Source: an optimization exercise on an open RTL-to-GDS flow (aim: a short achievable clock period and few clock cycles). Production flows keep margins and buffers that such runs may drop. The RTL was checked by simulation tests, not by an equivalence proof against the original design. Power is estimated from default activity; no workload was simulated.

==> design/flow/design.v <==
module regs (
    input clk,   
    input rst,   
    input       rs_rd_en,   
    input [4:0] rs1,        
    input [4:0] rs2,        
    input [ 4:0] rd,           
    input [31:0] rd_wr_data,   
    input        rd_wr_en,     
    output [31:0] rs1_rd_data,   
    output [31:0] rs2_rd_data    
);
  reg [31:0] x[1:31];   
  reg [4:0] r_rs1;   
  reg [4:0] r_rs2;   
  always @(posedge clk, posedge rst) begin : sync_read_process
    if (rst) begin
      r_rs1 <= 0;
      r_rs2 <= 0;
    end else begin
      if (rs_rd_en) begin
        r_rs1 <= rs1;   
        r_rs2 <= rs2;   
      end
    end
  end
  assign rs1_rd_data = (r_rs1 == 0) ? 0 : x[r_rs1];   
  assign rs2_rd_data = (r_rs2 == 0) ? 0 : x[r_rs2];   
  wire need_write = rd_wr_en && (rd != 0);
  integer i;
  always @(posedge clk, posedge rst) begin : sync_write_process
    if (rst) begin : reset_x
      for (i = 1; i < 32; i = i + 1) begin
        x[i] <= 0;
      end
    end else begin
      if (need_write) x[rd] <= rd_wr_data;
    end
  end
endmodule
module fetch #(
    parameter PC_RESET = 0
) (
    input clk,
    input rst,
    output reg [31:0] main_memory_instr_addr,   
    input      [31:0] main_memory_instr,        
    output            main_memory_instr_req,    
    input             main_memory_instr_ack,    
    output reg [31:0] fetch_instr,   
    output reg [31:0] pc,   
    input        writeback_change_pc,   
    input [31:0] writeback_next_pc,     
    input        execute_change_pc,   
    input [31:0] execute_next_pc,     
    input      stall,        
    input      flush,        
    output reg next_clk_en   
);
  reg r_clk_en;
  reg r_clk_en_d;
  reg r_stall;
  wire stall_bit = (   
  stall ||   
  (main_memory_instr_req && (!main_memory_instr_ack)) ||  
  (!main_memory_instr_req)  
  );
  assign main_memory_instr_req = r_clk_en;   
  wire change_pc = (execute_change_pc || writeback_change_pc);
  wire disable_next_stage = (change_pc && !(stall));
  always @(posedge clk, posedge rst) begin
    if (rst) r_clk_en <= 0;
    else
      r_clk_en <= (!disable_next_stage);
  end
  reg [31:0] prev_pc;
  reg [31:0] stalled_instr;
  reg [31:0] stalled_pc;
  wire enable_update_registers = (  
  ((!stall) && r_clk_en) ||   
  (stall && r_clk_en && (!next_clk_en))||  
  writeback_change_pc   
  );
  always @(posedge clk, posedge rst) begin
    if (rst) begin
      next_clk_en            <= 0;
      main_memory_instr_addr <= PC_RESET;
      prev_pc                <= PC_RESET;
      stalled_instr          <= 0;
      pc                     <= 0;
      fetch_instr            <= 0;
      r_stall                <= 0;
      stalled_pc             <= 0;
    end else begin
      if (enable_update_registers) begin
        main_memory_instr_addr <= r_main_memory_instr_addr;
        pc                     <= r_stall ? stalled_pc : prev_pc;
        fetch_instr            <= r_stall ? stalled_instr : main_memory_instr;
      end
      if ((!stall_bit) && flush) next_clk_en <= 0;
      else if (!stall_bit) next_clk_en <= r_clk_en_d;
      else if (stall_bit && (!stall)) next_clk_en <= 0;
      r_stall <= stall;
      if (stall_bit && (!r_stall)) begin
        stalled_pc <= prev_pc;
        stalled_instr <= main_memory_instr;
      end
      prev_pc <= main_memory_instr_addr;
    end
  end
  reg [31:0] r_main_memory_instr_addr;
  always_comb begin
    r_main_memory_instr_addr = 0;
    r_clk_en_d               = 0;
    if (writeback_change_pc) begin
      r_main_memory_instr_addr = writeback_next_pc;
      r_clk_en_d               = 0;
    end else if (execute_change_pc) begin
      r_main_memory_instr_addr = execute_next_pc;
      r_clk_en_d               = 0;
    end else begin
      r_main_memory_instr_addr = main_memory_instr_addr + 4;
      r_clk_en_d               = r_clk_en;
    end
  end
endmodule
module decode (
    input clk,
    input rst,
    input [31:0] fetch_instr,   
    input [31:0] fetch_pc,      
    output reg [31:0] decode_pc,   
    output     [ 4:0] decode_rs1,     
    output reg [ 4:0] decode_r_rs1,   
    output     [ 4:0] decode_rs2,     
    output reg [ 4:0] decode_r_rs2,   
    output reg [ 4:0] decode_r_rd,    
    output reg [31:0] decode_imm,     
    output reg [ 2:0] decode_funct3,  
    output reg [      14-1:0] decode_alu_type,      
    output reg [   11-1:0] decode_opcode_type,   
    output reg [4-1:0] decode_exception,     
    input      clk_en,        
    output reg next_clk_en,   
    input      stall,         
    output reg next_stall,    
    input      flush,         
    output reg next_flush     
);
  wire [4:0] rs2 = fetch_instr[24:20];
  wire [4:0] rs1 = fetch_instr[19:15];
  wire [4:0] rd = fetch_instr[11:7];
  wire [2:0] funct3 = fetch_instr[14:12];
  wire [6:0] opcode = fetch_instr[6:0];
  wire funct7_bit6 = fetch_instr[30];
  assign decode_rs1 = rs1;
  assign decode_rs2 = rs2;
  always @(posedge clk, posedge rst) begin : update_stage_registers
    if (rst) begin
      decode_pc          <= 0;
      decode_r_rs1       <= 0;
      decode_r_rs2       <= 0;
      decode_r_rd        <= 0;
      decode_funct3      <= 0;
      decode_imm         <= 0;
      decode_alu_type    <= 0;
      decode_opcode_type <= 0;
      decode_exception   <= 0;
    end   
    else if ((!stall_bit) && clk_en) begin
      decode_pc                   <= fetch_pc;
      decode_r_rs1                <= rs1;
      decode_r_rs2                <= rs2;
      decode_r_rd                 <= rd;
      decode_funct3               <= funct3;
      decode_imm                  <= imm;
      decode_alu_type[0]       <= alu_add;
      decode_alu_type[1]       <= alu_sub;
      decode_alu_type[2]       <= alu_slt;
      decode_alu_type[3]      <= alu_sltu;
      decode_alu_type[4]       <= alu_xor;
      decode_alu_type[5]        <= alu_or;
      decode_alu_type[6]       <= alu_and;
      decode_alu_type[7]       <= alu_sll;
      decode_alu_type[8]       <= alu_srl;
      decode_alu_type[9]       <= alu_sra;
      decode_alu_type[10]        <= alu_eq;
      decode_alu_type[11]       <= alu_neq;
      decode_alu_type[12]        <= alu_ge;
      decode_alu_type[13]       <= alu_geu;
      decode_opcode_type[0]  <= opcode_rtype;
      decode_opcode_type[1]  <= opcode_itype;
      decode_opcode_type[2]   <= opcode_load;
      decode_opcode_type[3]  <= opcode_store;
      decode_opcode_type[4] <= opcode_branch;
      decode_opcode_type[5]    <= opcode_jal;
      decode_opcode_type[6]   <= opcode_jalr;
      decode_opcode_type[7]    <= opcode_lui;
      decode_opcode_type[8]  <= opcode_auipc;
      decode_opcode_type[9] <= opcode_system;
      decode_opcode_type[10]  <= opcode_fence;
      decode_exception[0]  <= ((!valid_opcode) || illegal_shift);
      decode_exception[1]    <= (system_noncsr && (fetch_instr[21:20] == 2'b00));
      decode_exception[2]   <= (system_noncsr && (fetch_instr[21:20] == 2'b01));
      decode_exception[3]     <= (system_noncsr && (fetch_instr[21:20] == 2'b10));
    end
  end
  always @(posedge clk or posedge rst) begin : update_stages_cotrol
    if (rst) next_clk_en <= 0;
    else begin
      if ((!stall_bit) && flush) next_clk_en <= 0;
      else if (!stall_bit) next_clk_en <= clk_en;
      else if (stall_bit && (!stall)) next_clk_en <= 0;
    end
  end
  wire opcode_rtype = (opcode == 7'b0110011);
  wire opcode_itype = (opcode == 7'b0010011);
  wire opcode_load = (opcode == 7'b0000011);
  wire opcode_store = (opcode == 7'b0100011);
  wire opcode_branch = (opcode == 7'b1100011);
  wire opcode_jal = (opcode == 7'b1101111);
  wire opcode_jalr = (opcode == 7'b1100111);
  wire opcode_lui = (opcode == 7'b0110111);
  wire opcode_auipc = (opcode == 7'b0010111);
  wire opcode_system = (opcode == 7'b1110011);
  wire opcode_fence = (opcode == 7'b0001111);
  wire system_noncsr = (opcode == 7'b1110011) && (funct3 == 0) ;  
  wire valid_opcode = (opcode_rtype  ||
                       opcode_itype  ||
                       opcode_load   ||
                       opcode_store  ||
                       opcode_branch ||
                       opcode_jal    ||
                       opcode_jalr   ||
                       opcode_lui    ||
                       opcode_auipc  ||
                       opcode_system ||
                       opcode_fence);
  wire illegal_shift = (opcode_itype && (alu_sll || alu_srl || alu_sra) && fetch_instr[25]);
  wire stall_bit = (stall || next_stall);
  always_comb begin : update_pipeline_control
    next_stall = stall;   
    next_flush = flush;   
  end
  reg alu_add;
  reg alu_sub;
  reg alu_slt;
  reg alu_sltu;
  reg alu_xor;
  reg alu_or;
  reg alu_and;
  reg alu_sll;
  reg alu_srl;
  reg alu_sra;
  reg alu_eq;
  reg alu_neq;
  reg alu_ge;
  reg alu_geu;
  always_comb begin : alu_operation_decode
    alu_add  = 0;
    alu_sub  = 0;
    alu_slt  = 0;
    alu_sltu = 0;
    alu_xor  = 0;
    alu_or   = 0;
    alu_and  = 0;
    alu_sll  = 0;
    alu_srl  = 0;
    alu_sra  = 0;
    alu_eq   = 0;
    alu_neq  = 0;
    alu_ge   = 0;
    alu_geu  = 0;
    if ((opcode == 7'b0110011) || (opcode == 7'b0010011)) begin
      if (opcode == 7'b0110011) begin
        if ((funct3 == 3'b000) && funct7_bit6) alu_sub = 1;
        else alu_add = 1;
      end else begin
        alu_add = (funct3 == 3'b000);
      end
      alu_slt  = (funct3 == 3'b010);
      alu_sltu = (funct3 == 3'b011);
      alu_xor  = (funct3 == 3'b100);
      alu_or   = (funct3 == 3'b110);
      alu_and  = (funct3 == 3'b111);
      alu_sll  = (funct3 == 3'b001);
      alu_srl  = (funct3 == 3'b101) ? (!funct7_bit6) : 0;
      alu_sra  = (funct3 == 3'b101) ? funct7_bit6 : 0;
    end else if (opcode == 7'b1100011) begin
      alu_eq   = (funct3 == 3'b000);
      alu_neq  = (funct3 == 3'b001);
      alu_slt  = (funct3 == 3'b100);
      alu_ge   = (funct3 == 3'b101);
      alu_sltu = (funct3 == 3'b110);
      alu_geu  = (funct3 == 3'b111);
    end else if ((opcode == 7'b0000011) || (opcode == 7'b0100011)) begin
      alu_add  = 1;
    end
  end
  reg [31:0] imm;
  always_comb begin : imm_decode
    case (opcode)
      7'b0010011, 7'b0000011, 7'b1100111: imm = imm_i;
      7'b0100011: imm = imm_s;
      7'b1100011: imm = imm_b;
      7'b1101111: imm = imm_j;
      7'b0110111, 7'b0010111: imm = imm_u;
      7'b1110011, 7'b0001111: imm = imm_x;
      default: imm = 0;
    endcase
  end
  wire imm_sign_bit = fetch_instr[31];
  wire [31:0] imm_i = {
    {20{imm_sign_bit}},   
    fetch_instr[31:20]   
  };
  wire [31:0] imm_s = {
    {20{imm_sign_bit}},   
    fetch_instr[31:25],   
    fetch_instr[11:7]
  };
  wire [31:0] imm_b = {
    {19{imm_sign_bit}},   
    fetch_instr[31],   
    fetch_instr[7],
    fetch_instr[30:25],
    fetch_instr[11:8],
    {1{1'b0}}   
  };
  wire [31:0] imm_j = {
    {11{imm_sign_bit}},   
    fetch_instr[31],   
    fetch_instr[19:12],
    fetch_instr[20],
    fetch_instr[30:21],
    {1{1'b0}}   
  };
  wire [31:0] imm_u = {
    fetch_instr[31:12],   
    {12{1'b0}}   
  };
  wire [31:0] imm_x = {{20{1'b0}}, fetch_instr[31:20]};
endmodule
module execute (
    input clk,
    input rst,
    input [14-1:0] decode_alu_type,
    input      [4:0] decode_r_rs1,
    output reg [4:0] execute_rs1,
    input      [31:0] forward_rs1_data,
    output reg [31:0] execute_rs1_data,
    input      [31:0] forward_rs2_data,
    output reg [31:0] execute_rs2_data,
    input      [4:0] decode_r_rd,
    output reg [4:0] execute_rd,
    input      [31:0] decode_imm,
    output reg [11:0] execute_imm,
    input      [2:0] decode_funct3,
    output reg [2:0] execute_funct3,
    input      [11-1:0] decode_opcode_type,
    output reg [11-1:0] execute_opcode_type,
    input      [4-1:0] decode_exception,
    output reg [4-1:0] execute_exception,
    output reg [31:0] execute_result,   
    input      [31:0] decode_pc,          
    output reg [31:0] execute_pc,         
    output reg [31:0] execute_next_pc,    
    output reg        execute_change_pc,  
    output reg        execute_rd_wr_en,
    output reg [31:0] execute_rd_wr_data,
    output reg        execute_rd_valid,
    output reg stall_from_execute,   
    input clk_en,   
    output reg next_clk_en,   
    input stall,   
    input force_stall,   
    output reg next_stall,   
    input flush,   
    output reg next_flush   
);
  wire        alu_add = decode_alu_type[0];
  wire        alu_sub = decode_alu_type[1];
  wire        alu_slt = decode_alu_type[2];
  wire        alu_sltu = decode_alu_type[3];
  wire        alu_xor = decode_alu_type[4];
  wire        alu_or = decode_alu_type[5];
  wire        alu_and = decode_alu_type[6];
  wire        alu_sll = decode_alu_type[7];
  wire        alu_srl = decode_alu_type[8];
  wire        alu_sra = decode_alu_type[9];
  wire        alu_eq = decode_alu_type[10];
  wire        alu_neq = decode_alu_type[11];
  wire        alu_ge = decode_alu_type[12];
  wire        alu_geu = decode_alu_type[13];
  wire        opcode_rtype = decode_opcode_type[0];
  wire        opcode_itype = decode_opcode_type[1];
  wire        opcode_load = decode_opcode_type[2];
  wire        opcode_store = decode_opcode_type[3];
  wire        opcode_branch = decode_opcode_type[4];
  wire        opcode_jal = decode_opcode_type[5];
  wire        opcode_jalr = decode_opcode_type[6];
  wire        opcode_lui = decode_opcode_type[7];
  wire        opcode_auipc = decode_opcode_type[8];
  wire        opcode_system = decode_opcode_type[9];
  wire        opcode_fence = decode_opcode_type[10];
  reg  [31:0] op_a;   
  reg  [31:0] op_b;   
  reg  [31:0] result;   
  reg         rd_wr_en;   
  reg  [31:0] rd_wr_data;   
  reg         rd_valid;   
  reg  [31:0] base_pc;   
  wire [31:0] base_pc_plus_imm = base_pc + decode_imm;   
  wire [31:0] pc_plus_4 = decode_pc + 4;   
  wire        stall_bit = (stall || next_stall);
  always @(posedge clk, posedge rst) begin : update_registers
    if (rst) begin
      execute_opcode_type <= 0;
      execute_exception   <= 0;
      execute_result      <= 0;
      execute_rs1         <= 0;
      execute_rs1_data    <= 0;
      execute_rs2_data    <= 0;
      execute_rd          <= 0;
      execute_imm         <= 0;
      execute_funct3      <= 0;
      execute_rd_wr_en    <= 0;
      execute_rd_wr_data  <= 0;
      execute_rd_valid    <= 0;
      stall_from_execute  <= 0;
      execute_pc          <= 0;
    end   
    else if ((!stall_bit) && clk_en) begin
      execute_opcode_type <= decode_opcode_type;
      execute_exception   <= decode_exception;
      execute_result      <= result;
      execute_rs1         <= decode_r_rs1;
      execute_rs1_data    <= forward_rs1_data;
      execute_rs2_data    <= forward_rs2_data;
      execute_rd          <= decode_r_rd;
      execute_imm         <= decode_imm[11:0];
      execute_funct3      <= decode_funct3;
      execute_rd_wr_en    <= rd_wr_en;
      execute_rd_wr_data  <= rd_wr_data;
      execute_rd_valid    <= rd_valid;
      stall_from_execute  <= (decode_opcode_type[3] || decode_opcode_type[2]);
      execute_pc          <= decode_pc;
    end
  end
  always @(posedge clk, posedge rst) begin : update_stage_control
    if (rst) next_clk_en <= 0;
    else begin
      if ((!stall_bit) && flush) next_clk_en <= 0;
      else if ((!stall_bit)) next_clk_en <= clk_en;
      else if (stall_bit && (!stall)) next_clk_en <= 0;
    end
  end
  wire [31:0] result_add = op_a + op_b;
  wire [31:0] result_sub = op_a - op_b;
  wire [31:0] result_xor = op_a ^ op_b;
  wire [31:0] result_or = op_a | op_b;
  wire [31:0] result_slt = ($signed(op_a) < $signed(op_b));
  wire [31:0] result_sltu = (op_a < op_b);
  wire [31:0] result_and = (op_a & op_b);
  wire [31:0] result_sll = (op_a << op_b[4:0]);
  wire [31:0] result_srl = (op_a >> op_b[4:0]);
  wire [31:0] result_sra = ($signed(op_a) >>> op_b[4:0]);
  wire [31:0] result_eq = (op_a == op_b);
  wire [31:0] result_neq = (op_a != op_b);
  wire [31:0] result_ge = ($signed(op_a) >= $signed(op_b));
  wire [31:0] result_geu = (op_a >= op_b);
  always_comb begin : compute_result
    result = 0;
    op_a   = (opcode_jal || opcode_auipc) ?   
 decode_pc : forward_rs1_data;
    op_b   = (opcode_rtype || opcode_branch) ?   
 forward_rs2_data : decode_imm;
    if (alu_add) result = result_add;
    if (alu_sub) result = result_sub;
    if (alu_slt) result = result_slt;
    if (alu_sltu) result = result_sltu;
    if (alu_xor) result = result_xor;
    if (alu_or) result = result_or;
    if (alu_and) result = result_and;
    if (alu_sll) result = result_sll;
    if (alu_srl) result = result_srl;
    if (alu_sra) result = result_sra;
    if (alu_eq) result = result_eq;
    if (alu_neq) result = result_neq;
    if (alu_ge) result = result_ge;
    if (alu_geu) result = result_geu;
  end
  always_comb begin : compute_writeback_rd_and_next_pc
    next_flush = flush;
    rd_wr_data = 0;
    execute_change_pc = 0;
    execute_next_pc = 0;
    base_pc = decode_pc;
    if (!flush) begin
      if (opcode_rtype || opcode_itype) rd_wr_data = result;
      if (opcode_branch && (result == 1)) begin
        execute_next_pc = base_pc_plus_imm;
        execute_change_pc = clk_en;   
        next_flush = clk_en;
      end
      if (opcode_jal || opcode_jalr) begin
        if (opcode_jalr) base_pc = forward_rs1_data;
        execute_next_pc = base_pc_plus_imm;
        execute_change_pc = clk_en;   
        next_flush = clk_en;
        rd_wr_data = pc_plus_4;
      end
    end
    if (opcode_lui) rd_wr_data = decode_imm;
    if (opcode_auipc) rd_wr_data = base_pc_plus_imm;
  end
  wire disable_write_rd = (   
  (opcode_system && (decode_funct3 == 0)) ||   
  opcode_branch ||   
  opcode_store ||   
  opcode_fence   
  );
  always_comb begin : check_exception_wrire_rd
    rd_wr_en = disable_write_rd ? 0 : 1;
  end
  always_comb begin : check_valid
    rd_valid = (opcode_load || (opcode_system && (decode_funct3 != 0))) ? 0 : 1;
  end
  always_comb begin : check_stall
    next_stall = ((!flush) && (stall || force_stall));   
  end
endmodule
module memory (
    input clk,
    input rst,
    input [31:0] execute_rs2_data,   
    input [31:0] execute_result,     
    input      [2:0] execute_funct3,   
    output reg [2:0] memory_funct3,    
    input      [11-1:0] execute_opcode_type,   
    output reg [11-1:0] memory_opcode_type,    
    input      [31:0] execute_pc,   
    output reg [31:0] memory_pc,    
    input             execute_rd_wr_en,     
    output reg        memory_rd_wr_en,      
    input      [ 4:0] execute_rd,           
    output reg [ 4:0] memory_rd,            
    input      [31:0] execute_rd_wr_data,   
    output reg [31:0] memory_rd_wr_data,    
    output reg        main_memory_wb_cyc,
    output reg        main_memory_wb_stb,       
    output reg        main_memory_wb_wr_en,     
    output reg [31:0] main_memory_wb_addr,      
    output reg [31:0] main_memory_wb_wr_data,   
    output reg [ 3:0] main_memory_wb_wr_sel,
    input             main_memory_wb_ack,
    input             main_memory_wb_stall,     
    input      [31:0] main_memory_wb_rd_data,   
    output reg [31:0] memory_data_load,   
    input      stall_from_execute,   
    input      clk_en,               
    output reg next_clk_en,          
    input      stall,                
    output reg next_stall,           
    input      flush,                
    output reg next_flush            
);
  reg  [31:0] wr_data;   
  reg  [31:0] rd_data;   
  reg  [ 3:0] wr_sel;   
  reg         pend_req;   
  wire [ 1:0] which_byte = execute_result[1:0];   
  wire        which_half = execute_result[1];   
  wire        stall_bit = (stall || next_stall);   
  always @(posedge clk, posedge rst) begin : registered_signals
    if (rst) begin
      memory_rd_wr_en      <= 0;
      main_memory_wb_cyc   <= 0;
      main_memory_wb_stb   <= 0;
      main_memory_wb_wr_en <= 0;
      next_clk_en          <= 0;
      pend_req             <= 0;
    end else begin
      main_memory_wb_cyc <= clk_en;
      if (main_memory_wb_ack) pend_req <= 0;   
      if (clk_en && (!stall_bit)) begin
        memory_funct3      <= execute_funct3;
        memory_opcode_type <= execute_opcode_type;
        memory_pc          <= execute_pc;
        memory_rd_wr_en    <= execute_rd_wr_en;
        memory_rd          <= execute_rd;
        memory_rd_wr_data  <= execute_rd_wr_data;
        memory_data_load   <= rd_data;
      end
      if (clk_en && (!pend_req) && (!flush)) begin
        main_memory_wb_stb     <= (execute_opcode_type[2] || execute_opcode_type[3]);
        main_memory_wb_wr_en   <= execute_opcode_type[3];
        main_memory_wb_wr_sel  <= wr_sel;
        main_memory_wb_addr    <= execute_result;
        main_memory_wb_wr_data <= wr_data;
        pend_req               <= (execute_opcode_type[2] || execute_opcode_type[3]);
      end
      if (pend_req && (!main_memory_wb_stall)) main_memory_wb_stb <= 0;
      if (!clk_en) main_memory_wb_stb <= 0;
      if ((!stall_bit) && flush) next_clk_en <= 0;
      else if (!stall_bit) next_clk_en <= clk_en;
      else if ((!stall) && next_stall) next_clk_en <= 0;
    end
  end
  wire [ 7:0] rd_data_byte0 = main_memory_wb_rd_data[(0+1)*8-1:0*8];   
  wire [ 7:0] rd_data_byte1 = main_memory_wb_rd_data[(1+1)*8-1:1*8];   
  wire [ 7:0] rd_data_byte2 = main_memory_wb_rd_data[(2+1)*8-1:2*8];   
  wire [ 7:0] rd_data_byte3 = main_memory_wb_rd_data[(3+1)*8-1:3*8];   
  wire [15:0] rd_data_half0 = main_memory_wb_rd_data[(0+1)*16-1:0*16];   
  wire [15:0] rd_data_half1 = main_memory_wb_rd_data[(1+1)*16-1:1*16];   
  wire [31:0] rd_data_word = main_memory_wb_rd_data;   
  always @* begin : write_load_data_processing
    next_stall = (stall_from_execute && clk_en && (!main_memory_wb_ack) || stall) && (!flush);
    next_flush = flush;
    wr_data    = 0;
    rd_data    = 0;
    wr_sel     = 0;
    case (execute_funct3)
      3'b000: begin : load_store_byte
        case (which_byte)   
          2'd0:
          rd_data = {
            {24{rd_data_byte0[7]}},   
            rd_data_byte0   
          };
          2'd1:
          rd_data = {
            {24{rd_data_byte1[7]}},   
            rd_data_byte1   
          };
          2'd2:
          rd_data = {
            {24{rd_data_byte2[7]}},   
            rd_data_byte2   
          };
          2'd3:
          rd_data = {
            {24{rd_data_byte3[7]}},   
            rd_data_byte3   
          };
          default: rd_data = 0;   
        endcase
        wr_sel  = (4'b0001 << which_byte);   
        wr_data = (execute_rs2_data << {which_byte, 3'b000});   
      end
      3'b001: begin : load_store_half
        case (which_half)   
          1'd0:
          rd_data = {
            {16{rd_data_half0[15]}},   
            rd_data_half0   
          };
          1'd1:
          rd_data = {
            {16{rd_data_half1[15]}},   
            rd_data_half1   
          };
          default: rd_data = 0;   
        endcase
        wr_sel  = ({4'b0011 << {which_half, 1'b0}});   
        wr_data = (execute_rs2_data << {which_half, 4'b0000});   
      end
      3'b010: begin : load_store_word
        rd_data = rd_data_word;
        wr_sel  = 4'b1111;   
        wr_data = execute_rs2_data;   
      end
      3'b100: begin : load_byte_unsigned
        case (which_byte)   
          2'd0:
          rd_data = {
            {24{1'b0}},   
            rd_data_byte0   
          };
          2'd1:
          rd_data = {
            {24{1'b0}},   
            rd_data_byte1   
          };
          2'd2:
          rd_data = {
            {24{1'b0}},   
            rd_data_byte2   
          };
          2'd3:
          rd_data = {
            {24{1'b0}},   
            rd_data_byte3   
          };
          default: rd_data = 0;   
        endcase
      end
      3'b101: begin : load_half_unsigned
        case (which_half)   
          1'd0:
          rd_data = {
            {16{1'b0}},   
            rd_data_half0   
          };
          1'd1:
          rd_data = {
            {16{1'b0}},   
            rd_data_half1   
          };
          default: rd_data = 0;   
        endcase
      end
      default: begin
        wr_sel  = 0;
        wr_data = 0;
        rd_data = 0;
      end
    endcase
  end
endmodule
module writeback (
    input [              2:0] memory_funct3,       
    input [             31:0] memory_data_load,    
    input [11-1:0] memory_opcode_type,  
    input [31:0] csr_data,   
    input             memory_rd_wr_en,       
    output reg        writeback_rd_wr_en,    
    input      [ 4:0] memory_rd,             
    output reg [ 4:0] writeback_rd,          
    input      [31:0] memory_rd_wr_data,     
    output reg [31:0] writeback_rd_wr_data,  
    input      [31:0] memory_pc,            
    output reg [31:0] writeback_pc,         
    output reg        writeback_change_pc,  
    input wire        go_to_trap,         
    input wire        return_from_trap,   
    input wire [31:0] return_addr,        
    input wire [31:0] trap_addr,          
    input      clk_en,       
    output reg next_stall,   
    output reg next_flush    
);
  wire opcode_load = memory_opcode_type[2];   
  wire opcode_system = memory_opcode_type[9];   
  always_comb begin : writeback_process
    next_stall           = 0;
    next_flush           = 0;
    writeback_rd_wr_en   = (clk_en && memory_rd_wr_en && (!next_stall));   
    writeback_rd         = memory_rd;
    writeback_rd_wr_data = 0;
    writeback_pc         = memory_pc;
    writeback_change_pc  = 0;
    if (go_to_trap) begin
      writeback_change_pc = 1;
      writeback_pc        = trap_addr;   
      next_flush          = clk_en;
      writeback_rd_wr_en  = 0;
    end else if (return_from_trap) begin
      writeback_change_pc = 1;
      writeback_pc        = return_addr;   
      next_flush          = clk_en;
      writeback_rd_wr_en  = 0;
    end else begin
      if (opcode_load) writeback_rd_wr_data = memory_data_load;   
      else if (opcode_system && (memory_funct3 != 0)) writeback_rd_wr_data = csr_data;   
      else writeback_rd_wr_data = memory_rd_wr_data;   
    end
  end
endmodule
module forward (
    input [31:0] regs_rs1_rd_data,
    input [31:0] regs_rs2_rd_data,
    input [4:0] decode_r_rs1,
    input [4:0] decode_r_rs2,
    output reg force_stall_execute,
    output reg [31:0] forward_rs1_data,
    output reg [31:0] forward_rs2_data,
    input [ 4:0] execute_rd,           
    input        execute_rd_wr_en,     
    input [31:0] execute_rd_wr_data,   
    input        execute_rd_valid,     
    input        memory_clk_en,        
    input [ 4:0] memory_rd,              
    input        memory_rd_wr_en,        
    input [31:0] writeback_rd_wr_data,   
    input        writeback_clk_en        
);
  wire next_rs1_is_on_execute_memory = (  
 (decode_r_rs1 == execute_rd) &&   
 execute_rd_wr_en && memory_clk_en   
);
  wire next_rs2_is_on_execute_memory = (  
 (decode_r_rs2 == execute_rd) &&   
 execute_rd_wr_en && memory_clk_en   
);
  wire next_rs1_is_on_memory_writeback = (  
 (decode_r_rs1 == memory_rd) &&  
 memory_rd_wr_en && writeback_clk_en  
);
  wire next_rs2_is_on_memory_writeback = (  
 (decode_r_rs2 == memory_rd) &&  
 memory_rd_wr_en && writeback_clk_en  
);
  always_comb begin : forward_and_stall
    forward_rs1_data    = regs_rs1_rd_data;
    forward_rs2_data    = regs_rs2_rd_data;
    force_stall_execute = 0;
    if (next_rs1_is_on_execute_memory) begin : forwarding_rs1_from_execute_memory
      forward_rs1_data = execute_rd_wr_data;
      if (!execute_rd_valid) force_stall_execute = 1;
    end else if (next_rs1_is_on_memory_writeback) begin : forwarding_rs1_from_memory_writeback
      forward_rs1_data = writeback_rd_wr_data;
    end
    if (next_rs2_is_on_execute_memory) begin : forwarding_rs2_from_execute_memory
      forward_rs2_data = execute_rd_wr_data;
      if (!execute_rd_valid) force_stall_execute = 1;
    end else if (next_rs2_is_on_memory_writeback) begin : forwarding_rs2_from_memory_writeback
      forward_rs2_data = writeback_rd_wr_data;
    end
    if (decode_r_rs1 == 0) forward_rs1_data = 0;
    if (decode_r_rs2 == 0) forward_rs2_data = 0;
  end
endmodule
module csr #(
    parameter TRAP_ADDR = 0
) (
    input clk,
    input rst,
    input external_interrupt,   
    input software_interrupt,   
    input timer_interrupt,      
    input is_illegal_instr,   
    input is_ecall_instr,     
    input is_ebreak_instr,    
    input is_mret_instr,      
    input [11-1:0] execute_opcode_type,   
    input [             31:0] execute_result,        
    input      [ 2:0] execute_funct3,     
    input      [11:0] execute_imm,        
    input      [ 4:0] execute_rs1,        
    input      [31:0] execute_rs1_data,   
    output reg [31:0] csr_out,            
    input      [31:0] execute_pc,            
    input             writeback_change_pc,   
    output reg [31:0] return_addr,        
    output reg [31:0] trap_addr,          
    output reg        go_to_trap_q,          
    output reg        return_from_trap_q,    
    input             minstret_inc,          
    input             clk_en,                
    input             stall                  
);
  wire [31:0] next_csr_data = {27'b0, execute_rs1};   
  localparam CSRRW = 3'b001;
  localparam CSRRS = 3'b010;
  localparam CSRRC = 3'b011;
  localparam CSRRWI = 3'b101;
  localparam CSRRSI = 3'b110;
  localparam CSRRCI = 3'b111;
  localparam MVENDORID = 12'hF11;
  localparam MARCHID = 12'hF12;
  localparam MIMPID = 12'hF13;
  localparam MHARTID = 12'hF14;
  localparam MSTATUS = 12'h300;
  localparam MISA = 12'h301;
  localparam MIE = 12'h304;
  localparam MTVEC = 12'h305;
  localparam MSCRATCH = 12'h340;
  localparam MEPC = 12'h341;
  localparam MCAUSE = 12'h342;
  localparam MTVAL = 12'h343;
  localparam MIP = 12'h344;
  localparam MCYCLE = 12'hB00;
  localparam MCYCLEH = 12'hB80;
  localparam MINSTRET = 12'hB02;
  localparam MINSTRETH = 12'hBB2;
  localparam MCOUNTINHIBIT = 12'h320;
  localparam MACHINE_SOFTWARE_INTERRUPT = 3, MACHINE_TIMER_INTERRUPT = 7, MACHINE_EXTERNAL_INTERRUPT = 11, INSTRUCTION_ADDRESS_MISALIGNED = 0, ILLEGAL_INSTRUCTION = 2, EBREAK = 3, LOAD_ADDRESS_MISALIGNED = 4, STORE_ADDRESS_MISALIGNED = 6, ECALL = 11;
  wire        opcode_store = execute_opcode_type[3];
  wire        opcode_load = execute_opcode_type[2];
  wire        opcode_branch = execute_opcode_type[4];
  wire        opcode_jal = execute_opcode_type[5];
  wire        opcode_jalr = execute_opcode_type[6];
  wire        opcode_system = execute_opcode_type[9];
  reg  [31:0] csr_in;   
  reg  [31:0] csr_data;   
  wire        csr_enable = opcode_system && execute_funct3 != 0 && clk_en && !writeback_change_pc;   
  reg  [ 1:0] new_pc;   
  reg         go_to_trap;   
  reg         return_from_trap;   
  reg         is_load_addr_misaligned;
  reg         is_store_addr_misaligned;
  reg         is_inst_addr_misaligned;
  reg         external_interrupt_pending;
  reg         software_interrupt_pending;
  reg         timer_interrupt_pending;
  reg         is_interrupt;
  reg         is_exception;
  reg         is_trap;
  wire        stall_bit = stall;
  reg         mstatus_mie;   
  reg         mstatus_mpie;   
  reg  [ 1:0] mstatus_mpp;   
  reg         mie_meie;   
  reg         mie_mtie;   
  reg         mie_msie;   
  reg  [29:0] mtvec_base;   
  reg  [ 1:0] mtvec_mode;   
  reg  [31:0] mscratch;   
  reg  [31:0] mepc;   
  reg         mcause_intbit;   
  reg  [ 3:0] mcause_code;   
  reg  [31:0] mtval;   
  reg         mip_meip;   
  reg         mip_mtip;   
  reg         mip_msip;   
  reg  [63:0] mcycle;   
  reg  [63:0] minstret;   
  reg         mcountinhibit_cy;   
  reg         mcountinhibit_ir;   
  always @* begin : exception_detection
    is_load_addr_misaligned = 0;
    is_store_addr_misaligned = 0;
    is_inst_addr_misaligned = 0;
    new_pc = 0;
    if (execute_funct3[1:0] == 2'b01) begin   
      is_load_addr_misaligned  = opcode_load ? execute_result[0] : 0;
      is_store_addr_misaligned = opcode_store ? execute_result[0] : 0;
    end
    if (execute_funct3[1:0] == 2'b10) begin   
      is_load_addr_misaligned  = opcode_load ? execute_result[1:0] != 2'b00 : 0;
      is_store_addr_misaligned = opcode_store ? execute_result[1:0] != 2'b00 : 0;
    end
    if ((opcode_branch && execute_result[0]) || opcode_jal || opcode_jalr) begin   
      new_pc = execute_pc[1:0] + execute_imm[1:0];
      if (opcode_jalr) new_pc = execute_rs1_data[1:0] + execute_imm[1:0];
      is_inst_addr_misaligned = (new_pc == 2'b00) ? 1'b0 : 1'b1;   
    end
  end
  always @(posedge clk, posedge rst) begin : write_csr
    if (rst) begin
      go_to_trap_q       <= 0;
      return_from_trap_q <= 0;
      mstatus_mie        <= 0;
      mstatus_mpie       <= 0;
      mstatus_mpp        <= 2'b11;
      mie_meie           <= 0;
      mie_mtie           <= 0;
      mie_msie           <= 0;
      mtvec_base         <= TRAP_ADDR[31:2];
      mtvec_mode         <= TRAP_ADDR[1:0];
      mscratch           <= 0;
      mepc               <= 0;
      mcause_intbit      <= 0;
      mcause_code        <= 0;
      mtval              <= 0;
      mip_meip           <= 0;
      mip_meip           <= 0;
      mip_msip           <= 0;
      mcycle             <= 0;
      minstret           <= 0;
      mcountinhibit_cy   <= 0;
      mcountinhibit_ir   <= 0;
    end else if (!stall_bit) begin
      if (execute_imm == MSTATUS && csr_enable) begin
        mstatus_mie  <= csr_in[3];
        mstatus_mpie <= csr_in[7];
      end else begin
        if (go_to_trap && !go_to_trap_q) begin
          mstatus_mie  <= 0;   
          mstatus_mpie <= mstatus_mie;
          mstatus_mpp  <= 2'b11;
        end else if (return_from_trap) begin
          mstatus_mie  <= mstatus_mpie;
          mstatus_mpie <= 1;
          mstatus_mpp  <= 2'b11;
        end
      end
      if (execute_imm == MIE && csr_enable) begin
        mie_msie <= csr_in[3];
        mie_mtie <= csr_in[7];
        mie_meie <= csr_in[11];
      end
      if (execute_imm == MTVEC && csr_enable) begin
        mtvec_base <= csr_in[31:2];
        mtvec_mode <= csr_in[1:0];
      end
      if (execute_imm == MSCRATCH && csr_enable) mscratch <= csr_in;
      if (execute_imm == MEPC && csr_enable) mepc <= {csr_in[31:2], 2'b00};
      if (go_to_trap && !go_to_trap_q) mepc <= execute_pc;
      if (execute_imm == MCAUSE && csr_enable) begin
        mcause_intbit <= csr_in[31];
        mcause_code   <= csr_in[3:0];
      end
      if (go_to_trap && !go_to_trap_q) begin
        if (external_interrupt_pending) begin
          mcause_code   <= MACHINE_EXTERNAL_INTERRUPT;
          mcause_intbit <= 1;
        end else if (software_interrupt_pending) begin
          mcause_code   <= MACHINE_SOFTWARE_INTERRUPT;
          mcause_intbit <= 1;
        end else if (timer_interrupt_pending) begin
          mcause_code   <= MACHINE_TIMER_INTERRUPT;
          mcause_intbit <= 1;
        end else if (is_illegal_instr) begin
          mcause_code   <= ILLEGAL_INSTRUCTION;
          mcause_intbit <= 0;
        end else if (is_inst_addr_misaligned) begin
          mcause_code   <= INSTRUCTION_ADDRESS_MISALIGNED;
          mcause_intbit <= 0;
        end else if (is_ecall_instr) begin
          mcause_code   <= ECALL;
          mcause_intbit <= 0;
        end else if (is_ebreak_instr) begin
          mcause_code   <= EBREAK;
          mcause_intbit <= 0;
        end else if (is_load_addr_misaligned) begin
          mcause_code   <= LOAD_ADDRESS_MISALIGNED;
          mcause_intbit <= 0;
        end else if (is_store_addr_misaligned) begin
          mcause_code   <= STORE_ADDRESS_MISALIGNED;
          mcause_intbit <= 0;
        end
      end
      if (execute_imm == MTVAL && csr_enable) mtval <= csr_in;
      if (go_to_trap && !go_to_trap_q) begin
        if (is_load_addr_misaligned || is_store_addr_misaligned) mtval <= execute_result;
      end
      if (execute_imm == MCYCLE && csr_enable) mcycle[31:0] <= csr_in;
      if (execute_imm == MCYCLEH && csr_enable) mcycle[63:32] <= csr_in;
      mcycle   <= (mcountinhibit_cy) ? mcycle : mcycle + 1;   
      mip_msip <= software_interrupt;
      mip_mtip <= timer_interrupt;
      mip_meip <= external_interrupt;
      if (execute_imm == MINSTRET && csr_enable) minstret[31:0] <= csr_in;
      if (execute_imm == MINSTRETH && csr_enable) minstret[63:32] <= csr_in;
      minstret <= (mcountinhibit_ir) ? minstret : minstret + {63'b0, (minstret_inc && !go_to_trap_q && !return_from_trap_q)};   
      if (execute_imm == MCOUNTINHIBIT && csr_enable) begin
        mcountinhibit_cy <= csr_in[0];
        mcountinhibit_ir <= csr_in[2];
      end
      if (clk_en) begin
        go_to_trap_q       <= go_to_trap;
        return_from_trap_q <= return_from_trap;
        return_addr     <= mepc;
        if (mtvec_mode[1] && is_interrupt) trap_addr <= {mtvec_base, 2'b00} + {28'b0, mcause_code << 2};
        else trap_addr <= {mtvec_base, 2'b00};
        csr_out <= csr_data;
      end else begin   
        go_to_trap_q       <= 0;
        return_from_trap_q <= 0;
      end
    end else begin
      mcycle   <= (mcountinhibit_cy) ? mcycle : mcycle + 1;   
      minstret <= (mcountinhibit_ir) ? minstret : minstret + {63'b0, (minstret_inc && !go_to_trap_q && !return_from_trap_q)};   
    end
  end
  always @* begin : trap_detection
    external_interrupt_pending = 0;
    software_interrupt_pending = 0;
    timer_interrupt_pending    = 0;
    is_interrupt               = 0;
    is_exception               = 0;
    is_trap                    = 0;
    go_to_trap                 = 0;
    return_from_trap           = 0;
    if (clk_en) begin
      external_interrupt_pending = mstatus_mie && mie_meie && (mip_meip);   
      software_interrupt_pending = mstatus_mie && mie_msie && mip_msip;   
      timer_interrupt_pending    = mstatus_mie && mie_mtie && mip_mtip;   
      is_interrupt               = external_interrupt_pending || software_interrupt_pending || timer_interrupt_pending;
      is_exception               = (is_illegal_instr || is_inst_addr_misaligned || is_ecall_instr || is_ebreak_instr || is_load_addr_misaligned || is_store_addr_misaligned) && !writeback_change_pc;
      is_trap                    = is_interrupt || is_exception;
      go_to_trap                 = is_trap;   
      return_from_trap           = is_mret_instr;   
    end
    csr_data = 0;
    csr_in   = 0;
    case (execute_imm)
      MVENDORID: csr_data = 32'h0;   
      MARCHID:   csr_data = 32'h0;   
      MIMPID:    csr_data = 32'h0;   
      MHARTID:   csr_data = 32'h0;   
      MSTATUS: begin   
        csr_data[3]     = mstatus_mie;
        csr_data[7]     = mstatus_mpie;
        csr_data[12:11] = mstatus_mpp;   
      end
      MISA: begin   
        csr_data[8]     = 1'b1;   
        csr_data[31:30] = 2'b01;   
      end
      MIE: begin   
        csr_data[3]  = mie_msie;
        csr_data[7]  = mie_mtie;
        csr_data[11] = mie_meie;
      end
      MTVEC: begin   
        csr_data = {mtvec_base, mtvec_mode};
      end
      MSCRATCH: begin   
        csr_data = mscratch;
      end
      MEPC: begin   
        csr_data = mepc;
      end
      MCAUSE: begin   
        csr_data[31]  = mcause_intbit;
        csr_data[3:0] = mcause_code;
      end
      MTVAL: begin   
        csr_data = mtval;
      end
      MIP: begin   
        csr_data[3]  = mip_msip;
        csr_data[7]  = mip_mtip;
        csr_data[11] = mip_meip;
      end
      MCYCLE: begin   
        csr_data = mcycle[31:0];
      end
      MCYCLEH: begin   
        csr_data = mcycle[63:32];
      end
      MINSTRET: begin   
        csr_data = minstret[31:0];
      end
      MINSTRETH: begin   
        csr_data = minstret[63:32];
      end
      MCOUNTINHIBIT: begin   
        csr_data[0] = mcountinhibit_cy;
        csr_data[2] = mcountinhibit_ir;
      end
      default: csr_data = 0;
    endcase
    case (execute_funct3)   
      CSRRW:   csr_in = execute_rs1_data;   
      CSRRS:   csr_in = csr_data | execute_rs1_data;   
      CSRRC:   csr_in = csr_data & (~execute_rs1_data);   
      CSRRWI:  csr_in = next_csr_data;   
      CSRRSI:  csr_in = csr_data | next_csr_data;   
      CSRRCI:  csr_in = csr_data & (~next_csr_data);   
      default: csr_in = 0;
    endcase
  end
endmodule
module core #(
    parameter PC_RESET  = 0,
    parameter TRAP_ADDR = 0
) (
    input clk,   
    input rst,   
    output [31:0] main_memory_instr_addr,   
    input  [31:0] main_memory_instr,        
    output        main_memory_instr_req,    
    input         main_memory_instr_ack,    
    output        main_memory_wb_cyc,       
    output        main_memory_wb_stb,       
    output        main_memory_wb_wr_en,     
    output [31:0] main_memory_wb_addr,      
    output [31:0] main_memory_wb_wr_data,   
    output [ 3:0] main_memory_wb_wr_sel,    
    input         main_memory_wb_ack,       
    input         main_memory_wb_stall,     
    input  [31:0] main_memory_wb_rd_data,   
    input external_interrupt,   
    input software_interrupt,   
    input timer_interrupt       
);
  wire        rs_rd_en = (decode_clk_en && (!decode_stall));   
  wire [31:0] regs_rs1_rd_data;   
  wire [31:0] regs_rs2_rd_data;   
  regs regs_inst (
      .clk(clk),
      .rst(rst),
      .rs_rd_en(rs_rd_en),
      .rs1     (decode_rs1),
      .rs2     (decode_rs2),
      .rd        (writeback_rd),
      .rd_wr_data(writeback_rd_wr_data),
      .rd_wr_en  (writeback_rd_wr_en),
      .rs1_rd_data(regs_rs1_rd_data),
      .rs2_rd_data(regs_rs2_rd_data)
  );
  wire [31:0] fetch_instr;   
  wire [31:0] fetch_pc;   
  wire [31:0] writeback_next_pc = writeback_pc;   
  wire        stall_fetch = (decode_stall || execute_stall || memory_stall || writeback_stall);   
  wire        decode_clk_en;   
  fetch #(
      .PC_RESET(PC_RESET)
  ) fetch_inst (
      .clk(clk),
      .rst(rst),
      .main_memory_instr_addr(main_memory_instr_addr),
      .main_memory_instr     (main_memory_instr),
      .main_memory_instr_req (main_memory_instr_req),
      .main_memory_instr_ack (main_memory_instr_ack),
      .fetch_instr(fetch_instr),
      .pc         (fetch_pc),
      .writeback_change_pc(writeback_change_pc),
      .writeback_next_pc  (writeback_next_pc),
      .execute_change_pc(execute_change_pc),
      .execute_next_pc  (execute_next_pc),
      .stall      (stall_fetch),
      .flush      (decode_flush),
      .next_clk_en(decode_clk_en)
  );
  wire [                31:0] decode_pc;   
  wire [                 4:0] decode_rs1;   
  wire [                 4:0] decode_r_rs1;   
  wire [                 4:0] decode_rs2;   
  wire [                 4:0] decode_r_rs2;   
  wire [                 4:0] decode_r_rd;   
  wire [                31:0] decode_imm;   
  wire [                 2:0] decode_funct3;   
  wire [      14-1:0] decode_alu_type;   
  wire [   11-1:0] decode_opcode_type;   
  wire [4-1:0] decode_exception;   
  wire                        execute_clk_en;   
  wire                        stall_decode = (execute_stall || memory_stall || writeback_stall);   
  wire                        decode_stall;   
  wire                        decode_flush;   
  decode decode_inst (
      .clk(clk),
      .rst(rst),
      .fetch_instr(fetch_instr),
      .fetch_pc   (fetch_pc),
      .decode_pc(decode_pc),
      .decode_rs1   (decode_rs1),
      .decode_r_rs1 (decode_r_rs1),
      .decode_rs2   (decode_rs2),
      .decode_r_rs2 (decode_r_rs2),
      .decode_r_rd  (decode_r_rd),
      .decode_imm   (decode_imm),
      .decode_funct3(decode_funct3),
      .decode_alu_type   (decode_alu_type),
      .decode_opcode_type(decode_opcode_type),
      .decode_exception  (decode_exception),
      .clk_en     (decode_clk_en),
      .next_clk_en(execute_clk_en),
      .stall      (stall_decode),
      .next_stall (decode_stall),
      .flush      (execute_flush),
      .next_flush (decode_flush)
  );
  wire [                 4:0] execute_rs1;
  wire [                31:0] execute_rs1_data;
  wire [                31:0] execute_rs2_data;
  wire [                 4:0] execute_rd;
  wire [                11:0] execute_imm;
  wire [                 2:0] execute_funct3;
  wire [   11-1:0] execute_opcode_type;
  wire [4-1:0] execute_exception;
  wire [                31:0] execute_result;   
  wire [                31:0] execute_pc;   
  wire [                31:0] execute_next_pc;   
  wire                        execute_change_pc;   
  wire                        execute_rd_wr_en;
  wire [                31:0] execute_rd_wr_data;
  wire                        execute_rd_valid;
  wire                        stall_from_execute;   
  wire                        memory_clk_en;   
  wire                        stall_execute = (memory_stall || writeback_stall);   
  wire                        execute_stall;   
  wire                        execute_flush;   
  execute execute_inst (
      .clk(clk),
      .rst(rst),
      .decode_alu_type(decode_alu_type),
      .decode_r_rs1(decode_r_rs1),
      .execute_rs1 (execute_rs1),
      .forward_rs1_data(forward_rs1_data),
      .execute_rs1_data(execute_rs1_data),
      .forward_rs2_data(forward_rs2_data),
      .execute_rs2_data(execute_rs2_data),
      .decode_r_rd(decode_r_rd),
      .execute_rd (execute_rd),
      .decode_imm (decode_imm),
      .execute_imm(execute_imm),
      .decode_funct3 (decode_funct3),
      .execute_funct3(execute_funct3),
      .decode_opcode_type (decode_opcode_type),
      .execute_opcode_type(execute_opcode_type),
      .decode_exception (decode_exception),
      .execute_exception(execute_exception),
      .execute_result(execute_result),
      .decode_pc        (decode_pc),
      .execute_pc       (execute_pc),
      .execute_next_pc  (execute_next_pc),
      .execute_change_pc(execute_change_pc),
      .execute_rd_wr_en  (execute_rd_wr_en),
      .execute_rd_wr_data(execute_rd_wr_data),
      .execute_rd_valid  (execute_rd_valid),
      .stall_from_execute(stall_from_execute),
      .clk_en            (execute_clk_en),
      .next_clk_en       (memory_clk_en),
      .stall             (stall_execute),
      .force_stall       (force_stall_execute),
      .next_stall        (execute_stall),
      .flush             (memory_flush),
      .next_flush        (execute_flush)
  );
  wire [              2:0] memory_funct3;   
  wire [11-1:0] memory_opcode_type;   
  wire [             31:0] memory_pc;   
  wire                     memory_rd_wr_en;   
  wire [              4:0] memory_rd;   
  wire [             31:0] memory_rd_wr_data;   
  wire [             31:0] memory_data_load;   
  wire                     writeback_clk_en;   
  wire                     stall_memory = (writeback_stall);   
  wire                     memory_stall;   
  wire                     memory_flush;   
  memory memory_inst (
      .clk(clk),
      .rst(rst),
      .execute_rs2_data(execute_rs2_data),
      .execute_result  (execute_result),
      .execute_funct3(execute_funct3),
      .memory_funct3 (memory_funct3),
      .execute_opcode_type(execute_opcode_type),
      .memory_opcode_type (memory_opcode_type),
      .execute_pc(execute_pc),
      .memory_pc (memory_pc),
      .execute_rd_wr_en(execute_rd_wr_en),
      .memory_rd_wr_en (memory_rd_wr_en),
      .execute_rd(execute_rd),
      .memory_rd (memory_rd),
      .execute_rd_wr_data(execute_rd_wr_data),
      .memory_rd_wr_data (memory_rd_wr_data),
      .main_memory_wb_cyc    (main_memory_wb_cyc),
      .main_memory_wb_stb    (main_memory_wb_stb),
      .main_memory_wb_wr_en  (main_memory_wb_wr_en),
      .main_memory_wb_addr   (main_memory_wb_addr),
      .main_memory_wb_wr_data(main_memory_wb_wr_data),
      .main_memory_wb_wr_sel (main_memory_wb_wr_sel),
      .main_memory_wb_ack    (main_memory_wb_ack),
      .main_memory_wb_stall  (main_memory_wb_stall),
      .main_memory_wb_rd_data(main_memory_wb_rd_data),
      .memory_data_load(memory_data_load),
      .stall_from_execute(stall_from_execute),
      .clk_en            (memory_clk_en),
      .next_clk_en       (writeback_clk_en),
      .stall             (stall_memory),
      .next_stall        (memory_stall),
      .flush             (writeback_flush),
      .next_flush        (memory_flush)
  );
  wire [31:0] csr_data;   
  wire        writeback_rd_wr_en;   
  wire [ 4:0] writeback_rd;   
  wire [31:0] writeback_rd_wr_data;   
  wire [31:0] writeback_pc;   
  wire        writeback_change_pc;   
  wire        writeback_stall;   
  wire        writeback_flush;   
  writeback writeback_inst (
      .memory_funct3     (memory_funct3),
      .memory_data_load  (memory_data_load),
      .memory_opcode_type(memory_opcode_type),
      .csr_data(csr_out),
      .memory_rd_wr_en   (memory_rd_wr_en),
      .writeback_rd_wr_en(writeback_rd_wr_en),
      .memory_rd   (memory_rd),
      .writeback_rd(writeback_rd),
      .memory_rd_wr_data   (memory_rd_wr_data),
      .writeback_rd_wr_data(writeback_rd_wr_data),
      .memory_pc          (memory_pc),
      .writeback_pc       (writeback_pc),
      .writeback_change_pc(writeback_change_pc),
      .go_to_trap      (go_to_trap),
      .return_from_trap(return_from_trap),
      .return_addr     (return_addr),
      .trap_addr       (trap_addr),
      .clk_en   (writeback_clk_en),
      .next_stall(writeback_stall),
      .next_flush(writeback_flush)
  );
  wire        force_stall_execute;
  wire [31:0] forward_rs1_data;
  wire [31:0] forward_rs2_data;
  forward forward_inst (
      .regs_rs1_rd_data(regs_rs1_rd_data),
      .regs_rs2_rd_data(regs_rs2_rd_data),
      .decode_r_rs1(decode_r_rs1),
      .decode_r_rs2(decode_r_rs2),
      .force_stall_execute(force_stall_execute),
      .forward_rs1_data(forward_rs1_data),
      .forward_rs2_data(forward_rs2_data),
      .execute_rd        (execute_rd),
      .execute_rd_wr_en  (execute_rd_wr_en),
      .execute_rd_wr_data(execute_rd_wr_data),
      .execute_rd_valid  (execute_rd_valid),
      .memory_clk_en     (memory_clk_en),
      .memory_rd           (memory_rd),
      .memory_rd_wr_en     (memory_rd_wr_en),
      .writeback_rd_wr_data(writeback_rd_wr_data),
      .writeback_clk_en    (writeback_clk_en)
  );
  wire        is_illegal_instr = execute_exception[0];
  wire        is_ecall_instr = execute_exception[1];
  wire        is_ebreak_instr = execute_exception[2];
  wire        is_mret_instr = execute_exception[3];
  wire [31:0] csr_out;
  wire [31:0] return_addr;
  wire [31:0] trap_addr;
  wire        go_to_trap;
  wire        return_from_trap;
  wire        minstret_inc = writeback_clk_en;
  wire        csr_clk_en = memory_clk_en;
  wire        stall_csr = (writeback_stall || memory_stall);
  csr #(
      .TRAP_ADDR(TRAP_ADDR)
  ) csr_inst (
      .clk(clk),
      .rst(rst),
      .external_interrupt(external_interrupt),
      .software_interrupt(software_interrupt),
      .timer_interrupt   (timer_interrupt),
      .is_illegal_instr(is_illegal_instr),
      .is_ecall_instr  (is_ecall_instr),
      .is_ebreak_instr (is_ebreak_instr),
      .is_mret_instr   (is_mret_instr),
      .execute_opcode_type(execute_opcode_type),
      .execute_result(execute_result),
      .execute_funct3(execute_funct3),
      .execute_imm(execute_imm),
      .execute_rs1(execute_rs1),
      .execute_rs1_data(execute_rs1_data),
      .csr_out(csr_out),
      .execute_pc(execute_pc),
      .writeback_change_pc(writeback_change_pc),
      .return_addr(return_addr),
      .trap_addr(trap_addr),
      .go_to_trap_q(go_to_trap),
      .return_from_trap_q(return_from_trap),
      .minstret_inc(minstret_inc),
      .clk_en(csr_clk_en),
      .stall(stall_csr)
  );
endmodule
==> design/flow/run.sh <==
#!/bin/bash
# synth_recipe.tcl (not shown) runs the flow's synth.tcl, then flattens the netlist and writes it again
# the make line also repeats each setting of config.mk as NAME=value (left out here)
make -C /OpenROAD-flow-scripts/flow DESIGN_CONFIG=/design/flow/config.mk WORK_HOME=/design/flow/orfs CLKGATE_MAP_FILE= SYNTH_SCRIPT=/design/flow/synth_recipe.tcl finish
==> design/flow/config.mk <==
export PLATFORM = sky130hd
export DESIGN_NAME = core
export DESIGN_NICKNAME = core
export VERILOG_FILES = /design/flow/design.v
export SDC_FILE = /design/flow/constraint.sdc
export NUM_CORES = 8
export LEC_CHECK = 0
export CAP_MARGIN = 20
export CORE_MARGIN = 2
export CORE_UTILIZATION = 40
export SLEW_MARGIN = 20
==> design/flow/constraint.sdc <==
create_clock -name core_clock -period 12.5 [get_ports {clk}]
set_input_delay 2.5000 -clock core_clock [delete_from_list [all_inputs] [get_ports {clk}]]
set_output_delay 2.5000 -clock core_clock [all_outputs]
set_load 0.01 [all_outputs]
==> metrics.yaml <==
vias: 113000
reg2reg_from: "decode_inst.decode_r_rs1[3]"
p_sw_mw: 16.3
drv_cap: 0
worstSetupEndpointType: "register"
cellLeakagePower_nw: 54.0
grt_setup_unrepaired: "no"
pwr-share-comb: 0.441
dr.pass1.iters: 13
clkPwrFrac: 0.212
stdcell_count: 16100
hold_viol: 0
dieArea_sq_um: 278000
area_growth_pct: 13.6
p_per_area_nw_per_um2: 265
clkTransAtPathRegs_ns: 0.06
avgSynthCellArea_sq_um: 8.85
cts_resized: 0
synth-edff-count: 237
intPower_mw: 16.7
status: "timing/DRC/antenna clean"
arrival_ns: 12.36
synth-seq-area-share: 0.471
cp-startpoint: "decode_inst.decode_r_rs1[3]"
fp.coreArea_sq_um: 273000
total_power_mw: 33.0
htree_levels: 4
fmax_mhz: 86.3
drc: 0
switching_share: 0.495
drive_gt1_frac: 0.102
post_cts_buffers: 0
ff_latch_area_sq_um: 51600
cts_root_buffer: "clkbuf_16"
synthTopCellsByArea: "dfrtp_1 (41%), nand2_1 (8.0%), o21ai_0 (7.3%), edfxtp_1 (6.5%), a22oi_1 (3.8%)"
crit_path_max_incr_delay_ns: 0.95
synth_flop_cell: "dfrtp_1"
hpwl_mm: 467
reg.largest.list: "regs_inst.x: 992 flops, csr_inst.mcycle: 64 flops, csr_inst.minstret: 64 flops"
setup_viol: 0
hold_path.class: "register to register"
yosysTopAreaCell: "dfrtp_1"
largest_reg_flops: 992
synth-seq-cells: 2013
io_buffers: 175
synth_nets: 12600
fin_ws_ns: 0.919
min_from: "fetch_inst.pc[2]"
gr-total-overflow: 0
crit_type: "register to register"
ys_warn_count: 9
largest-register: "regs_inst.x"
crit_slowest_cell: "o31ai_1"
ant_nets: 0
cts_tree: "yes"
n_fill_cell: 26200
critical_path.top_delay_family: "compound AO/OA/AOI/OAI gates"
slew_headroom: 0.0948
grt_pass1_vias: 104000
synth_top_cell_area_share: 0.406
dr.first_iter.drc_count: 21800
tightest_slew_ns: 1.32
std_cell_rows: 192
path_max_fanout: 35
ctsLongestPathBuffers: 4
pre_cts_slack_ns: 1.80
crit_top_cell: "buf_4"
vias_per_cell: 7.00
synth_cells: 12400
ios: 176
antenna_found_initial: 112
placed_cells: 15600
synth_area_sq_um: 110000
async_flop_share: 0.882
cts_num_sinks: 2013
clkLatencyLatePin_ns: 1.00
slew_violations: 0
synth_cell_types: 112
hold_buffers: 0
seq_power_share: 0.346
gp_congestion: 1.10
grt_pass1_wl_mm: 899
multi_input_area_sq_um: 54000
start_util: 0.401
die_w_um: 527
grt_max_degree: 170
die_h_um: 527
skew_ns: 0.0968
cts_buffers: 221
gr-usage-all-layers: 0.467
wl_per_cell_um: 41.3
fin_nets: 12500
wl_mm: 666
ir_drop_mv: 0.157
post-route-period-util: 0.927
crit_buf_inv: 5
setup_tns_ns: 0
crit_required_ns: 13.28
period_minus_slack_ns: 11.58
crit_path_start_kind: "register"
## area by class of cell
type / instances / area share
multi-input combinational: 9157 / 0.434
sequential: 2013 / 0.415
clock buffer: 338 / 0.0536
timing repair buffer: 688 / 0.0475
tap: 3589 / 0.0361
clock inverter: 68 / 0.00723
inverter: 181 / 0.00549
antenna: 82 / 0.00165
## power by group through the flow
stage	Sequential (mW)	Clock [mW]	Combinational [mW]
5_1_grt	11.4	7.26	14.8
3_3_place_gp	11.3	0	13.5
4_1_cts	11.2	6.98	13.6
3_5_place_dp	11.3	0	13.5
2_1_floorplan	10.0	0	7.35
6_report	11.4	7.01	14.6
## path summary, 6_finish.rpt
| kind | cells after the start | to | slack, ns |
|---|---|---|---|
| hold / removal | 2 | decode_inst.decode_pc[2] | 0.45 |
| max in group asynchronous | 6 | regs_inst.x[29][31] | 7.02 |
| hold reg to reg | 2 | decode_inst.decode_pc[2] | 0.45 |
| setup / recovery | 32 | fetch_inst.main_memory_instr_addr[10] | 0.92 |
| setup reg to reg | 32 | fetch_inst.main_memory_instr_addr[10] | 0.92 |
| min in group asynchronous | 3 | csr_inst.mcycle[8] | 2.21 |
## routing by layer
metal	vias to the layer above	track usage	wire [um]
met5	-	0.00987	580
met4	56	0.429	77200
met3	3357	0.187	90800
met2	9878	0.649	268000
met1	54700	0.546	229000
li1	44700	-	-
## worst reg2reg max path, delay by kind of cell, from the launching register on
family	cells	cell delay, ns
adder cells (fa/ha/maj)	2	0.75
XOR/XNOR	1	0.15
buffers and inverters	5	1.45
multiplexers	1	0.32
flip-flops	1	0.86
AND/OR/NAND/NOR	11	3.89
AO/OA/AOI/OAI	12	4.03
## per-stage QoR
stage | hold slack (ns) | area, sq um | utilization
finish | 0.448 | 124000 | 0.456
global route | 0.466 | 124000 | 0.455
floorplan | 0.411 | 110000 | -
global placement | 0.428 | 116000 | 0.426
CTS | 0.461 | 124000 | 0.455
detailed placement | 0.446 | 117000 | 0.427
## cells in the mapped netlist (all sizes together) (20+ instances only)
cell / count
a2111oi: 149
a211oi: 68
a21o: 65
a21oi: 482
a221o: 43
a221oi: 99
a222oi: 32
a22o: 59
a22oi: 548
a31oi: 81
a32oi: 23
and2: 59
and3: 550
and4: 29
buf: 179
clkbuf: 847
dfrtp: 1776
edfxtp: 237
ha: 136
inv: 179
mux2: 127
mux2i: 173
nand2: 2338
nand2b: 79
nand3: 279
nand3b: 38
nand4: 219
nor2: 637
nor2b: 41
nor3: 114
nor3b: 26
nor4: 60
o211ai: 102
o21a: 53
o21ai: 1632
o221ai: 32
o22ai: 88
o31ai: 46
o32ai: 20
or2: 33
or3: 35
or4: 25
xnor2: 186
xor2: 80
## cell usage in the layout, fill, tap and decap left out, drive strengths merged, types with 279 or more instances in the layout
| master | netlist | final |
|---|---|---|
| o21ai | 1632 | 1632 |
| nand3 | 279 | 279 |
| clkbuf | 847 | 338 |
| a22oi | 548 | 548 |
| nand2 | 2338 | 2338 |
| a21oi | 482 | 482 |
| and3 | 550 | 550 |
| nor2 | 637 | 637 |
| dfrtp | 1776 | 1776 |
| buf | 179 | 513 |
## kinds of logic (layout without fill, tap and decap cells)
logic type | count (synthesis) | after routing | share of synthesized area
adder cells (fa/ha/maj) | 140 | 140 | 0.0163
other | 0 | 82 | 0
AND/OR/NAND/NOR | 4616 | 4616 | 0.195
buffers and inverters | 1207 | 1275 | 0.0443
flip-flops | 2013 | 2013 | 0.471
multiplexers | 304 | 304 | 0.0297
XOR/XNOR | 266 | 266 | 0.0213
AO/OA/AOI/OAI | 3831 | 3831 | 0.223
Testbench counts, summed over its fixed seeds: cycles 259,725.

==> afterwards: timing with drivers on the ports <==
In the flow no input, the clock included, has a driving cell. The finished layout below was timed again as built, in two steps. Step 1 assumes that a clkbuf_16 drives the clock port and a buf_2 every other input. Step 2 moves the port delays by t, midway between the first and last clock arrival at a register: inputs arrive t later, outputs are due t later. That takes back most of the time a late clock gives input paths. a / b / c = ideal ports / drivers / drivers and shift; a / b = the first two.
t, ns: 1.069
setup WS [ns]: 0.919 / 0.919 / 0.919
worst setup path after step 2: register to register
worst slew at a driven data input, ns: 0.10
After both steps setup and hold are still met in this run. The setup slack of this run moves by 0.000 ns with the drivers and by 0.000 ns with both steps.
